This is an optimization exercise on Yosys and OpenROAD, whose aim is small area, not a production implementation.
The RTL was checked by simulation tests, not by an equivalence proof against the original design.
No activity file was given, so power comes from the tool's default toggle rates.

Setup of run 1:
Design ES_top, start of the top module:
module ES_top(
    input wire clk_t,
    input wire clr_t,
    input wire [7:0] sw_t,
    input wire [1:0] dip_t,
    input wire [9:0] ad_data_t,
    output wire clk_1kHz_t,
    output wire [7:0] seg_left_t,
    output wire [7:0] seg_right_t,
    output wire [3:0] an_left_t,
    output wire [3:0] an_right_t,
    output wire [13:0] dac_sum_t,
    input wire btn_up_t,
    input wire btn_down_t,
    input wire [1:0] waveform_sel_t,
    input wire mode_sel_t
    );
Size in the first run: roughly 150 flip-flops, ~66 I/O pins, roughly 10000 um2 of cells after synthesis.
clock: 300.0 ns
lec_check: 0
abc_area: 1
cap_margin: 20
core_margin: 2
core_utilization: 60
slew_margin: 20
standard.sh (not shown) runs the stock make flow with config.mk's settings and CLKGATE_MAP_FILE= SYNTH_SCRIPT=/design/flow/synth_recipe.tcl, a recipe that flattens the netlist after the stock synthesis.
==> flow/flow/run.sh <==
#!/bin/bash
# Own layout flow: the standard layout (standard.sh, all steps) with
# these changes:
#  - synthesis: the standard flow's synthesis script, but ABC runs an area-oriented
#    script (flow/synth.tcl, flow/abc.script: &deepsyn, then amap) with no
#    delay target, and Yosys's full-adder extraction is off (ADDER_MAP_FILE
#    empty); the registers are the same as the standard synthesis's;
#  - every input and output port is buffered with buf_1;
#  - clock tree: clkbuf_8 buffers, no dummy loads.
# Each tool writes its log under orfs/logs/; make's own output goes to
# flow_make.log in the work folder.
set -euo pipefail
W=$(pwd)
bash "$W/standard.sh" \
  "SYNTH_SCRIPT=$W/flow/synth.tcl" \
  "ADDER_MAP_FILE=" \
  "BUFFER_PORTS_ARGS=-buffer_cell sky130_fd_sc_hd__buf_1" \
  "CTS_ARGS=-sink_clustering_enable -repair_clock_nets -buf_list sky130_fd_sc_hd__clkbuf_8 -dont_use_dummy_load" \
  finish > "$W/flow_make.log" 2>&1
==> flow/flow/abc.script <==
strash
&get -n
&deepsyn -S 1 -T 120
&put
dch
amap -F 4 -A 8
strash
&get -n
&deepsyn -T 60 -S 3
&put
dch
amap -F 4 -A 8
topo
==> flow/flow/synth.tcl <==
# The standard flow's synthesis script (synth_recipe.tcl) with one change: ABC runs the
# area script abc.script (beside this file) and gets no delay target.
proc synth {args} { yosys synth -nofsm -noshare {*}$args }
proc abc {args} {
  set i [lsearch -exact $args -script]
  if {$i >= 0} { set args [lreplace $args $i [expr {$i + 1}] -script $::own_abc_script] }
  set j [lsearch -exact $args -D]
  if {$j >= 0} { set args [lreplace $args $j [expr {$j + 1}]] }
  yosys abc {*}$args
}
set ::own_abc_script [file join [file dirname [file normalize [info script]]] abc.script]
source $::env(SCRIPTS_DIR)/synth.tcl
# left out here: clear keep_hierarchy, flatten, clean up, hide names made inside functions, write 1_2_yosys.v
The flow did not stop early for run 1: all stages ran, and the layout cleared the timing, DRC and antenna checks.
For run 2, these inputs were changed with respect to run 1:
--- a/flow/flow/run.sh
+++ b/flow/flow/run.sh
@@ -16,4 +16,4 @@
   "ADDER_MAP_FILE=" \
   "BUFFER_PORTS_ARGS=-buffer_cell sky130_fd_sc_hd__buf_1" \
-  "CTS_ARGS=-sink_clustering_enable -repair_clock_nets -buf_list sky130_fd_sc_hd__clkbuf_8 -dont_use_dummy_load" \
+  "CTS_ARGS=-sink_clustering_enable -repair_clock_nets -buf_list sky130_fd_sc_hd__clkbuf_8 -sink_clustering_buffer sky130_fd_sc_hd__clkbuf_8 -sink_clustering_size 25 -sink_clustering_max_diameter 150 -dont_use_dummy_load" \
   finish > "$W/flow_make.log" 2>&1
==> flow/flow/abc.script <==
strash
dch
amap -F 4 -A 8
topo
==> comparison <==
- Summary — well-tap cell count, run 2 relative to run 1: higher, by 5.
- Post-route cell area: higher on run 2
- Compared with run 1, run 2 shows a lower worst setup slack.
- In the metrics for run 2 and run 1, the one carrying the higher pre-CTS worst setup slack is run 1.
- The routed length per placed instance reported for run 2 is smaller than that of run 1 by 1.2%.
- Run 2 has total global-route track usage above what run 1 had.
- Changes observed in run 2 relative to run 1: power share of the combinational group picked up an extra 1.3 points, fraction of layout instances using a drive strength above 1 ~0 delta.
Here is what was changed in the inputs of run 3 compared with run 2.
--- a/flow/flow/run.sh
+++ b/flow/flow/run.sh
@@ -16,4 +16,4 @@
   "ADDER_MAP_FILE=" \
   "BUFFER_PORTS_ARGS=-buffer_cell sky130_fd_sc_hd__buf_1" \
-  "CTS_ARGS=-sink_clustering_enable -repair_clock_nets -buf_list sky130_fd_sc_hd__clkbuf_8 -sink_clustering_buffer sky130_fd_sc_hd__clkbuf_8 -sink_clustering_size 25 -sink_clustering_max_diameter 150 -dont_use_dummy_load" \
+  "CTS_ARGS=-sink_clustering_enable -repair_clock_nets -root_buf sky130_fd_sc_hd__clkbuf_16 -buf_list sky130_fd_sc_hd__clkbuf_8 -dont_use_dummy_load -sink_buffer_max_cap_derate 2.0" \
   finish > "$W/flow_make.log" 2>&1
Results
As the logs show, run 3 stopped at clock tree synthesis after a tool error, so it never reached the end of the flow.
Summary of run 3 over run 2: xor/xnor cell area share of the yosys netlist stayed essentially flat; synthesized area stayed essentially flat.
Diff run 2..run 3 | worst slack at placement | unchanged
Diff run 3..run 2 | overall die height | unchanged


Another version of the RTL of ES_top (not shown whole).
For scale: roughly 1500 cells after synthesis, roughly 160 flip-flops, roughly 66 I/O pins, roughly 10000 um2 of cells after synthesis.
Settings: LEC_CHECK=0, ABC_AREA=1, CAP_MARGIN=20, CORE_MARGIN=2, CORE_UTILIZATION=60, CTS_BUF_LIST=sky130_fd_sc_hd__clkbuf_8, SLEW_MARGIN=20; clock period 300.0 ns.
==> flow/flow/run.sh <==
#!/bin/bash
# Own layout flow: the standard layout (standard.sh) with these changes:
#  - synthesis: the standard flow's synthesis script with an area-oriented ABC script
#    (flow/synth.tcl, flow/abc.script) and no full-adder extraction;
#  - every input and output port is buffered with buf_1.
# Each tool writes its log under orfs/logs/; make's own output goes to
# flow_make.log in the work folder.
set -euo pipefail
W=$(pwd)
bash "$W/standard.sh" \
  "SYNTH_SCRIPT=$W/flow/synth.tcl" \
  "ADDER_MAP_FILE=" \
  "BUFFER_PORTS_ARGS=-buffer_cell sky130_fd_sc_hd__buf_1" \
  "CTS_ARGS=-sink_clustering_enable -repair_clock_nets -buf_list sky130_fd_sc_hd__clkbuf_8 -dont_use_dummy_load" \
  finish > "$W/flow_make.log" 2>&1
==> flow/flow/abc.script <==
strash
dch
amap -F 4 -A 8
topo
Scripts as last shown in full above: flow/flow/synth.tcl
The starting point ran to the end with no violations.
Then changed:
--- a/flow/flow/run.sh
+++ b/flow/flow/run.sh
@@ -13,3 +13,3 @@
   "BUFFER_PORTS_ARGS=-buffer_cell sky130_fd_sc_hd__buf_1" \
-  "CTS_ARGS=-sink_clustering_enable -repair_clock_nets -buf_list sky130_fd_sc_hd__clkbuf_8 -dont_use_dummy_load" \
+  "CTS_ARGS=-sink_clustering_enable -repair_clock_nets -buf_list sky130_fd_sc_hd__clkbuf_8 -dont_use_dummy_load -sink_clustering_size 30 -sink_clustering_max_diameter 200" \
   finish > "$W/flow_make.log" 2>&1
Outcome: Clock-buffer cell count does not change. Synthesized area does not change. Worst setup slack is unchanged. Non-clock buffer count stays the same. Via count does not change. Global-route usage is unchanged.
Then changed:
--- a/flow/flow/run.sh
+++ b/flow/flow/run.sh
@@ -13,3 +13,3 @@
   "BUFFER_PORTS_ARGS=-buffer_cell sky130_fd_sc_hd__buf_1" \
-  "CTS_ARGS=-sink_clustering_enable -repair_clock_nets -buf_list sky130_fd_sc_hd__clkbuf_8 -dont_use_dummy_load -sink_clustering_size 30 -sink_clustering_max_diameter 200" \
+  "CTS_ARGS=-sink_clustering_enable -repair_clock_nets -buf_list sky130_fd_sc_hd__clkbuf_16 -dont_use_dummy_load -sink_clustering_size 40 -sink_clustering_max_diameter 300" \
   finish > "$W/flow_make.log" 2>&1
After rerunning:
- routed wire length rose by about 2%
- worst setup slack gets worse by 0.021 ns
- total power rose by 4.2%
- via count rose by about 0.38%
- cell area rose by about 1.7%
- area after synthesis does not change
- clock skew fell by 0.0065 ns
- maximum frequency stays flat
- core utilization rose by 1.1 points
- global-route usage rose by 0.71 points
- count of clock-buffer cells in the layout is unchanged
Then changed:
--- a/flow/flow/run.sh
+++ b/flow/flow/run.sh
@@ -13,3 +13,2 @@
   "BUFFER_PORTS_ARGS=-buffer_cell sky130_fd_sc_hd__buf_1" \
-  "CTS_ARGS=-sink_clustering_enable -repair_clock_nets -buf_list sky130_fd_sc_hd__clkbuf_16 -dont_use_dummy_load -sink_clustering_size 40 -sink_clustering_max_diameter 300" \
   finish > "$W/flow_make.log" 2>&1
==> flow/flow/abc.script (replaced) <==
strash
&get -n
&deepsyn -S 1 -T 120
&put
dch
map -a
topo
=> Cell area rises by about 3%. Register-to-register slack is worse by 0.34 ns. Clock skew falls by 0.023 ns. Via count falls by about 5%. Power falls by 13%. Combinational power falls by 19%. Sequential power rises by about 3%. Utilization falls by 0.89 points. Die area rises by about 4%.

==> static timing again, ports no longer ideal <==
Ports are ideal in the flow. The routed layouts listed here were re-timed in OpenROAD. Step 1: set_driving_cell puts a clkbuf_16 on clk_t and a buf_2 on each other input, an assumption about the parent block. Step 2 adds t to the input delays and takes it off the output delays; t is the mean of the earliest and latest rising clock arrival at the registers after step 1. Input paths then give back, and output paths get back, about the clock's delay inside the block. Three values: ideal ports, drivers, drivers and shift; two values: the first two.
| run | t, ns | setup slack, ns | worst setup path after step 2 | clock arrival spread, ns |
|---|---|---|---|---|
| run 1 | 0.483 | 170.260 / 170.198 / 170.198 | input to output | 0.031 / 0.031 |
| run 2 | 0.476 | 166.994 / 166.971 / 166.971 | input to output | 0.038 / 0.038 |
| the first run of note 2 | 0.473 | 167.952 / 167.909 / 167.909 | input to output | 0.044 / 0.044 |
| the second run of note 2 | 0.473 | 167.952 / 167.909 / 167.909 | input to output | 0.044 / 0.044 |
| the third run of note 2 | 0.453 | 167.931 / 167.889 / 167.889 | input to output | 0.038 / 0.037 |
| the fourth run of note 2 | 0.503 | 170.819 / 170.783 / 170.783 | input to output | 0.018 / 0.018 |
After both steps every run listed still meets setup and hold. The setup slack of run 1, which loses most, moves by -0.062 ns with the drivers and by -0.062 ns with both steps.
